This is an optimization exercise on Yosys and OpenROAD, whose aim is small area, not a production implementation. RTL that was checked went through simulation tests only; none was proved equivalent to the original. Power figures rest on the tool's default switching activity, not on a simulated workload.

==> inputs of v19 <==
## lcd_ctrl
module lcd_ctrl(clk, reset, datain, cmd, cmd_valid, dataout, output_valid, busy);
==> module lcd_ctrl, before the edit <==
module lcd_ctrl(clk, reset, datain, cmd, cmd_valid, dataout, output_valid, busy);
input           clk;
input           reset;
input   [7:0]   datain;
input   [2:0]   cmd;
input           cmd_valid;
output  [7:0]   dataout;
output  reg     output_valid;
output  reg     busy;
reg   [7:0] ring [0:107];
reg         loading;       
reg         img;           
reg         zoom;          
reg   [3:0] fr, fc;        
reg   [2:0] orow;          
reg   [3:0] ocol;          
reg   [3:0] out_count;
wire accept = cmd_valid & ~busy;
integer i;
always @(posedge clk) begin
  ring[0] <= loading ? datain : ring[107];
  for (i = 1; i < 108; i = i + 1)
    ring[i] <= ring[i-1];
end
always @(posedge clk) begin
  if (accept && cmd == 3'd0) begin
    fr <= 4'd0;
    fc <= 4'd0;
  end else if (fc == 4'd0) begin
    fc <= 4'd11;
    fr <= (fr == 4'd0) ? 4'd8 : fr - 4'd1;
  end else
    fc <= fc - 4'd1;
end
always @(posedge clk) begin
  if (reset) begin
    busy <= 1'b0;
    output_valid <= 1'b0;
    loading <= 1'b0;
    img <= 1'b0;
  end else if (accept) begin
    busy <= 1'b1;
    if (cmd == 3'd0) begin
      loading <= 1'b1;
      img <= 1'b1;
      zoom <= 1'b0;
    end else begin
      output_valid <= 1'b1;
      if (img) begin
        case (cmd)
          3'd1: if (!zoom) begin
                  zoom <= 1'b1;
                  orow <= 3'd3;
                  ocol <= 4'd4;
                end
          3'd2: zoom <= 1'b0;
          3'd3: if (zoom && ocol != 4'd8) ocol <= ocol + 4'd1;
          3'd4: if (zoom && ocol != 4'd0) ocol <= ocol - 4'd1;
          3'd5: if (zoom && orow != 3'd0) orow <= orow - 3'd1;
          3'd6: if (zoom && orow != 3'd5) orow <= orow + 3'd1;
          default: ;
        endcase
      end
    end
  end else if (loading) begin
    if (fr == 4'd0 && fc == 4'd1)
      loading <= 1'b0;
  end else if (output_valid) begin
    if (out_count == 4'd15) begin
      output_valid <= 1'b0;
      busy <= 1'b0;
    end
  end else if (busy)
    output_valid <= 1'b1;
end
always @(posedge clk)
  out_count <= output_valid ? out_count + 4'd1 : 4'd0;
wire [1:0] vi = out_count[3:2];
wire [1:0] vj = out_count[1:0];
wire [3:0] pr = zoom ? {1'b0, orow} + {2'b0, vi} : {1'b0, vi, 1'b1};
wire [3:0] pc = zoom ? ocol + {2'b0, vj} : {vj, 2'b01} - {2'b0, vj};
wire [4:0] dc = {1'b0, pc} + {1'b0, fc};
wire       cy = dc > 5'd11;
wire [4:0] dr = {1'b0, pr} + {1'b0, fr} + {4'd0, cy};
wire [11:0] colsel;
wire [8:0]  rowsel;
genvar gr, gc, gb;
generate
  for (gc = 0; gc < 12; gc = gc + 1) begin : CS
    assign colsel[gc] = (dc == gc) | (dc == gc + 12);
  end
  for (gr = 0; gr < 9; gr = gr + 1) begin : RS
    assign rowsel[gr] = img & ((dr == gr) | (dr == gr + 9));
  end
endgenerate
wire [7:0] rowval [0:8];
generate
  for (gr = 0; gr < 9; gr = gr + 1) begin : RV
    for (gb = 0; gb < 8; gb = gb + 1) begin : B
      wire [3:0] part_n;
      for (gc = 0; gc < 4; gc = gc + 1) begin : P
        lcd_ctrl_sel3 u (
          .d0(ring[107 - (12*gr + 3*gc)][gb]),     .s0(colsel[3*gc]),
          .d1(ring[107 - (12*gr + 3*gc + 1)][gb]), .s1(colsel[3*gc + 1]),
          .d2(ring[107 - (12*gr + 3*gc + 2)][gb]), .s2(colsel[3*gc + 2]),
          .y_n(part_n[gc]));
      end
      assign rowval[gr][gb] = ~&part_n;
    end
  end
  for (gb = 0; gb < 8; gb = gb + 1) begin : O
    wire [2:0] part_n;
    for (gr = 0; gr < 3; gr = gr + 1) begin : P
      lcd_ctrl_sel3 u (
        .d0(rowval[3*gr][gb]),     .s0(rowsel[3*gr]),
        .d1(rowval[3*gr + 1][gb]), .s1(rowsel[3*gr + 1]),
        .d2(rowval[3*gr + 2][gb]), .s2(rowsel[3*gr + 2]),
        .y_n(part_n[gr]));
    end
    assign dataout[gb] = ~&part_n;
  end
endgenerate
endmodule
==> module lcd_ctrl_sel3, before the edit <==
module lcd_ctrl_sel3(d0, d1, d2, s0, s1, s2, y_n);
input  d0, d1, d2, s0, s1, s2;
output y_n;
assign y_n = ~((d0 & s0) | (d1 & s1) | (d2 & s2));
endmodule
Settings: LEC_CHECK=0, ABC_AREA=1, CAP_MARGIN=20, CORE_MARGIN=2, CORE_UTILIZATION=65, CTS_BUF_LIST=sky130_fd_sc_hd__clkbuf_8, CTS_CLUSTER_DIAMETER=60, CTS_CLUSTER_SIZE=18, SLEW_MARGIN=20; clock period 8.0 ns.
standard.sh (not shown) runs the stock make flow with config.mk's settings and CLKGATE_MAP_FILE= SYNTH_SCRIPT=/design/flow/synth_recipe.tcl, a recipe that flattens the netlist after the stock synthesis.
==> flow/flow/run.sh <==
#!/bin/bash
# Standard layout (standard.sh), except for synthesis:
# - flow/synth_abc.tcl maps the logic with flow/area.abc, an area-recovering
#   &nf script, instead of ORFS's abc_area.script;
# - the small select module lcd_ctrl_sel3 is kept as its own module during
#   synthesis (the netlist is flattened before layout, as in the standard
#   synthesis);
# - adders are left to ABC (no full-adder cell extraction).
# Every port still gets a buffer; it is a buf_1.
set -euo pipefail
work=$(pwd)
export FLOW_ABC_SCRIPT=$work/flow/area.abc
bash standard.sh SYNTH_SCRIPT=$work/flow/synth_abc.tcl SYNTH_KEEP_MODULES=lcd_ctrl_sel3 \
  ADDER_MAP_FILE= "BUFFER_PORTS_ARGS=-buffer_cell sky130_fd_sc_hd__buf_1" finish > $work/flow_make.log 2>&1
==> flow/flow/area.abc <==
strash
&get -n
&st
&dch -f
&nf -R 1000
&st
&syn2
&dch -f
&nf -R 1000
&put
==> flow/flow/synth_abc.tcl <==
# synth_recipe.tcl (the standard synthesis), except that the final mapping to
# library cells runs flow/area.abc, an area-recovering &nf script, instead of
# ORFS's abc_area.script. Registers are mapped before ABC runs, so they are
# the standard synthesis's registers with the same names and cells.
proc synth {args} { yosys synth -nofsm -noshare {*}$args }
proc abc {args} {
  set keep {}
  set skip 0
  foreach a $args {
    if {$skip} { set skip 0; continue }
    if {$a in {-script -D}} { set skip 1; continue }
    lappend keep $a
  }
  yosys abc -script $::env(FLOW_ABC_SCRIPT) {*}$keep
}
source $::env(SCRIPTS_DIR)/synth.tcl
# left out here: clear keep_hierarchy, flatten, clean up, hide names made inside functions, write 1_2_yosys.v
==> v24 (differences from v19) <==
--- a/flow/design.v
+++ b/flow/design.v
@@ -27,9 +27,9 @@
     fr <= 4'd0;
     fc <= 4'd0;
-  end else if (fc == 4'd0) begin
-    fc <= 4'd11;
-    fr <= (fr == 4'd0) ? 4'd8 : fr - 4'd1;
+  end else if (fc == 4'd11) begin
+    fc <= 4'd0;
+    fr <= (fr == 4'd8) ? 4'd0 : fr + 4'd1;
   end else
-    fc <= fc - 4'd1;
+    fc <= fc + 4'd1;
 end
 always @(posedge clk) begin
@@ -41,4 +41,5 @@
   end else if (accept) begin
     busy <= 1'b1;
+    out_count <= 4'd0;
     if (cmd == 3'd0) begin
       loading <= 1'b1;
@@ -64,7 +65,8 @@
     end
   end else if (loading) begin
-    if (fr == 4'd0 && fc == 4'd1)
+    if (fr == 4'd8 && fc == 4'd11)
       loading <= 1'b0;
   end else if (output_valid) begin
+    out_count <= out_count + 4'd1;
     if (out_count == 4'd15) begin
       output_valid <= 1'b0;
@@ -74,22 +76,20 @@
     output_valid <= 1'b1;
 end
-always @(posedge clk)
-  out_count <= output_valid ? out_count + 4'd1 : 4'd0;
 wire [1:0] vi = out_count[3:2];
 wire [1:0] vj = out_count[1:0];
 wire [3:0] pr = zoom ? {1'b0, orow} + {2'b0, vi} : {1'b0, vi, 1'b1};
 wire [3:0] pc = zoom ? ocol + {2'b0, vj} : {vj, 2'b01} - {2'b0, vj};
-wire [4:0] dc = {1'b0, pc} + {1'b0, fc};
-wire       cy = dc > 5'd11;
-wire [4:0] dr = {1'b0, pr} + {1'b0, fr} + {4'd0, cy};
-wire [11:0] colsel;
+wire [4:0] dc = {1'b0, pc} - {1'b0, fc};
+wire       bw = dc[4];
+wire [4:0] dr = {1'b0, pr} - {1'b0, fr} - {4'd0, bw};
+wire [11:0] colsel [0:3];
 wire [8:0]  rowsel;
 genvar gr, gc, gb;
 generate
-  for (gc = 0; gc < 12; gc = gc + 1) begin : CS
-    assign colsel[gc] = (dc == gc) | (dc == gc + 12);
+  for (gb = 0; gb < 4; gb = gb + 1) begin : CS
+    lcd_ctrl_coldec u (.d(dc), .sel(colsel[gb]));
   end
   for (gr = 0; gr < 9; gr = gr + 1) begin : RS
-    assign rowsel[gr] = img & ((dr == gr) | (dr == gr + 9));
+    assign rowsel[gr] = img & ((dr == gr) | (dr == gr + 23));
   end
 endgenerate
@@ -101,7 +101,7 @@
       for (gc = 0; gc < 4; gc = gc + 1) begin : P
         lcd_ctrl_sel3 u (
-          .d0(ring[107 - (12*gr + 3*gc)][gb]),     .s0(colsel[3*gc]),
-          .d1(ring[107 - (12*gr + 3*gc + 1)][gb]), .s1(colsel[3*gc + 1]),
-          .d2(ring[107 - (12*gr + 3*gc + 2)][gb]), .s2(colsel[3*gc + 2]),
+          .d0(ring[107 - (12*gr + 3*gc)][gb]),     .s0(colsel[gb/2][3*gc]),
+          .d1(ring[107 - (12*gr + 3*gc + 1)][gb]), .s1(colsel[gb/2][3*gc + 1]),
+          .d2(ring[107 - (12*gr + 3*gc + 2)][gb]), .s2(colsel[gb/2][3*gc + 2]),
           .y_n(part_n[gc]));
       end
@@ -127,2 +127,12 @@
 assign y_n = ~((d0 & s0) | (d1 & s1) | (d2 & s2));
 endmodule
+module lcd_ctrl_coldec(d, sel);
+input  [4:0]  d;
+output [11:0] sel;
+genvar c;
+generate
+  for (c = 0; c < 12; c = c + 1) begin : S
+    assign sel[c] = (d == c) | (d == c + 20);
+  end
+endgenerate
+endmodule
==> flow/flow/run.sh (replaced) <==
#!/bin/bash
# Standard layout (standard.sh), with synthesis mapped by flow/synth_abc.tcl and
# the small modules lcd_ctrl_sel3 and lcd_ctrl_coldec kept as its own module during synthesis
# as their own modules during synthesis (the netlist is flattened before layout, as in the standard synthesis).
# Every port still gets a buffer; it is a buf_1.
set -euo pipefail
work=$(pwd)
export FLOW_ABC_SCRIPT=$work/flow/area.abc
bash standard.sh SYNTH_SCRIPT=$work/flow/synth_abc.tcl "SYNTH_KEEP_MODULES=lcd_ctrl_sel3 lcd_ctrl_coldec" \
  "BUFFER_PORTS_ARGS=-buffer_cell sky130_fd_sc_hd__buf_1" finish > $work/flow_make.log 2>&1
CAP_MARGIN = 0   (was 20)
CORE_UTILIZATION = 75   (was 65)
SLEW_MARGIN = 0   (was 20)
==> v32 (differences from v19) <==
==> flow/design.v (replaced) <==
module lcd_ctrl(clk, reset, datain, cmd, cmd_valid, dataout, output_valid, busy);
input           clk;
input           reset;
input   [7:0]   datain;
input   [2:0]   cmd;
input           cmd_valid;
output  [7:0]   dataout;
output  reg     output_valid;
output  reg     busy;
reg   [7:0] ring [0:107];
reg         loading;       
reg         img;           
reg         zoom;          
reg   [3:0] fr, fc;        
reg   [3:0] pr, pc;        
reg   [3:0] out_count;
wire accept = cmd_valid & ~busy;
wire [1:0] j = out_count[1:0];
integer i;
always @(posedge clk) begin
  ring[0] <= loading ? datain : ring[107];
  for (i = 1; i < 108; i = i + 1)
    ring[i] <= ring[i-1];
end
always @(posedge clk) begin
  if (accept && cmd == 3'd0) begin
    fr <= 4'd0;
    fc <= 4'd0;
  end else if (fc == 4'd11) begin
    fc <= 4'd0;
    fr <= (fr == 4'd8) ? 4'd0 : fr + 4'd1;
  end else
    fc <= fc + 4'd1;
end
always @(posedge clk) begin
  if (reset) begin
    busy <= 1'b0;
    output_valid <= 1'b0;
    loading <= 1'b0;
    img <= 1'b0;
  end else if (accept) begin
    busy <= 1'b1;
    out_count <= 4'd0;
    if (cmd == 3'd0) begin
      loading <= 1'b1;
      img <= 1'b1;
      zoom <= 1'b0;
      pr <= 4'd1;
      pc <= 4'd1;
    end else begin
      output_valid <= 1'b1;
      if (img) begin
        case (cmd)
          3'd1: if (!zoom) begin
                  zoom <= 1'b1;
                  pr <= 4'd3;
                  pc <= 4'd4;
                end
          3'd2: begin
                  zoom <= 1'b0;
                  pr <= 4'd1;
                  pc <= 4'd1;
                end
          3'd3: if (zoom && pc != 4'd8) pc <= pc + 4'd1;
          3'd4: if (zoom && pc != 4'd0) pc <= pc - 4'd1;
          3'd5: if (zoom && pr != 4'd0) pr <= pr - 4'd1;
          3'd6: if (zoom && pr != 4'd5) pr <= pr + 4'd1;
          default: ;
        endcase
      end
    end
  end else if (loading) begin
    if (fr == 4'd8 && fc == 4'd11)
      loading <= 1'b0;
  end else if (output_valid) begin
    out_count <= out_count + 4'd1;
    if (out_count == 4'd15) begin
      output_valid <= 1'b0;
      busy <= 1'b0;
    end
    if (j != 2'd3)
      pc <= pc + (zoom ? 4'd1 : 4'd3);
    else begin
      pc <= pc - (zoom ? 4'd3 : 4'd9);
      if (out_count[3:2] == 2'd3)
        pr <= pr - (zoom ? 4'd3 : 4'd6);
      else
        pr <= pr + (zoom ? 4'd1 : 4'd2);
    end
  end else if (busy)
    output_valid <= 1'b1;
end
wire [4:0] dc = {1'b0, pc} - {1'b0, fc};
wire       bw = dc[4];
wire [3:0] mc = bw ? dc[3:0] + 4'd12 : dc[3:0];
wire [4:0] dr = {1'b0, pr} - {1'b0, fr} - {4'd0, bw};
wire [3:0] mr = dr[4] ? dr[3:0] + 4'd9 : dr[3:0];
reg [7:0] rowval [0:8];
reg [7:0] dout;
integer r, c;
always @(*) begin
  for (r = 0; r < 9; r = r + 1) begin
    rowval[r] = 8'd0;
    for (c = 0; c < 12; c = c + 1)
      rowval[r] = rowval[r] | ({8{mc == c}} & ring[107 - (12*r + c)]);
  end
  dout = 8'd0;
  for (r = 0; r < 9; r = r + 1)
    dout = dout | ({8{img && mr == r}} & rowval[r]);
end
assign dataout = dout;
endmodule
==> flow/flow/run.sh (replaced) <==
#!/bin/bash
# Standard layout (standard.sh), with synthesis mapped by flow/synth_abc.tcl.
set -euo pipefail
work=$(pwd)
export FLOW_ABC_SCRIPT=$work/flow/area.abc
bash standard.sh SYNTH_SCRIPT=$work/flow/synth_abc.tcl finish > $work/flow_make.log 2>&1
CORE_UTILIZATION = 40   (was 65)
CTS_BUF_LIST = unset   (was sky130_fd_sc_hd__clkbuf_8)
CTS_CLUSTER_DIAMETER = unset   (was 60)
CTS_CLUSTER_SIZE = unset   (was 18)
==> run summary <==
item	v19	v24	v32
Result of the run	finished clean	finished clean	finished clean
Reg power frac	0.561	0.531	0.435
Via count of the first global-routing pass	13,910	15,060	15,310
Fin Hold WS	0.3356 ns	0.3405 ns	0.3376 ns
Max Used Layer	met4	met5	met4
R2r worst-path depth	3	4	4
Clock Root Buffer	sky130_fd_sc_hd__clkbuf_8	sky130_fd_sc_hd__clkbuf_8	sky130_fd_sc_hd__clkbuf_16
Synthesized area	22,760 um^2	23,290 um^2	23,700 um^2
Reg clk slew, reported paths	0.10 ns	0.11 ns	0.06 ns
Count of non-CTS buffers in the layout	58	74	56
Mux share of post-synthesis cell area	0.004453	0.004780	0.004223
Peak ir drop on the vdd network	0.3419 mV	0.2954 mV	0.3517 mV
Die width	191.1 um	180.2 um	247.4 um
Wire length reported by the detailed router	51,070 um	52,430 um	58,810 um
Design Area, Final	24,800 um^2	25,170 um^2	28,180 um^2
Number of design-rule violations left by the first detailed-router iteration	1,963	2,306	1,536
Reg2reg end	ocol[2]	ocol[1]	pr[3]
Area of the placeable core	34,540 um^2	30,590 um^2	58,800 um^2
Post-CTS resize count	0	0	1
Maximum number of pins on one net before global-route repair	42	25	68
Non-filler cells in the finished layout	2,078	2,100	2,655
Total area of multi-input combinational cells	5059 um^2	5433 um^2	5832 um^2
Setup repair after global routing missed its margin	-	no	no
Util after Layout	0.7180	0.8228	0.4792
Only the layout flow was run in v24; the RTL was not checked for function there.

separate check: timing with driven ports:
How much do the figures lean on ideal ports? The routed layouts below were timed once more, with nothing changed but the port constraints. Step 1 assumes that a clkbuf_16 drives the clock port and a buf_2 every other input. Step 2 moves the port delays by t, midway between the first and last clock arrival at a register: inputs arrive t later, outputs are due t later. That takes back most of the time a late clock gives input paths. Three values: ideal ports, drivers, drivers and shift; two values: the first two.
run	shift t [ns]	setup WS [ns]	worst hold slack (ns)	slew at the worst register clock pin (ns)	cell pins on the clock port's net
v19	0.714	0.446 / 0.398 / 1.112	0.336 / 0.336 / 0.336	0.11 / 0.11	1
v24	0.678	0.374 / 0.322 / 1.000	0.341 / 0.341 / 0.341	0.11 / 0.11	1
v32	0.671	0.362 / 0.305 / 0.976	0.338 / 0.338 / 0.338	0.06 / 0.06	1
After both steps every run listed still meets setup and hold.
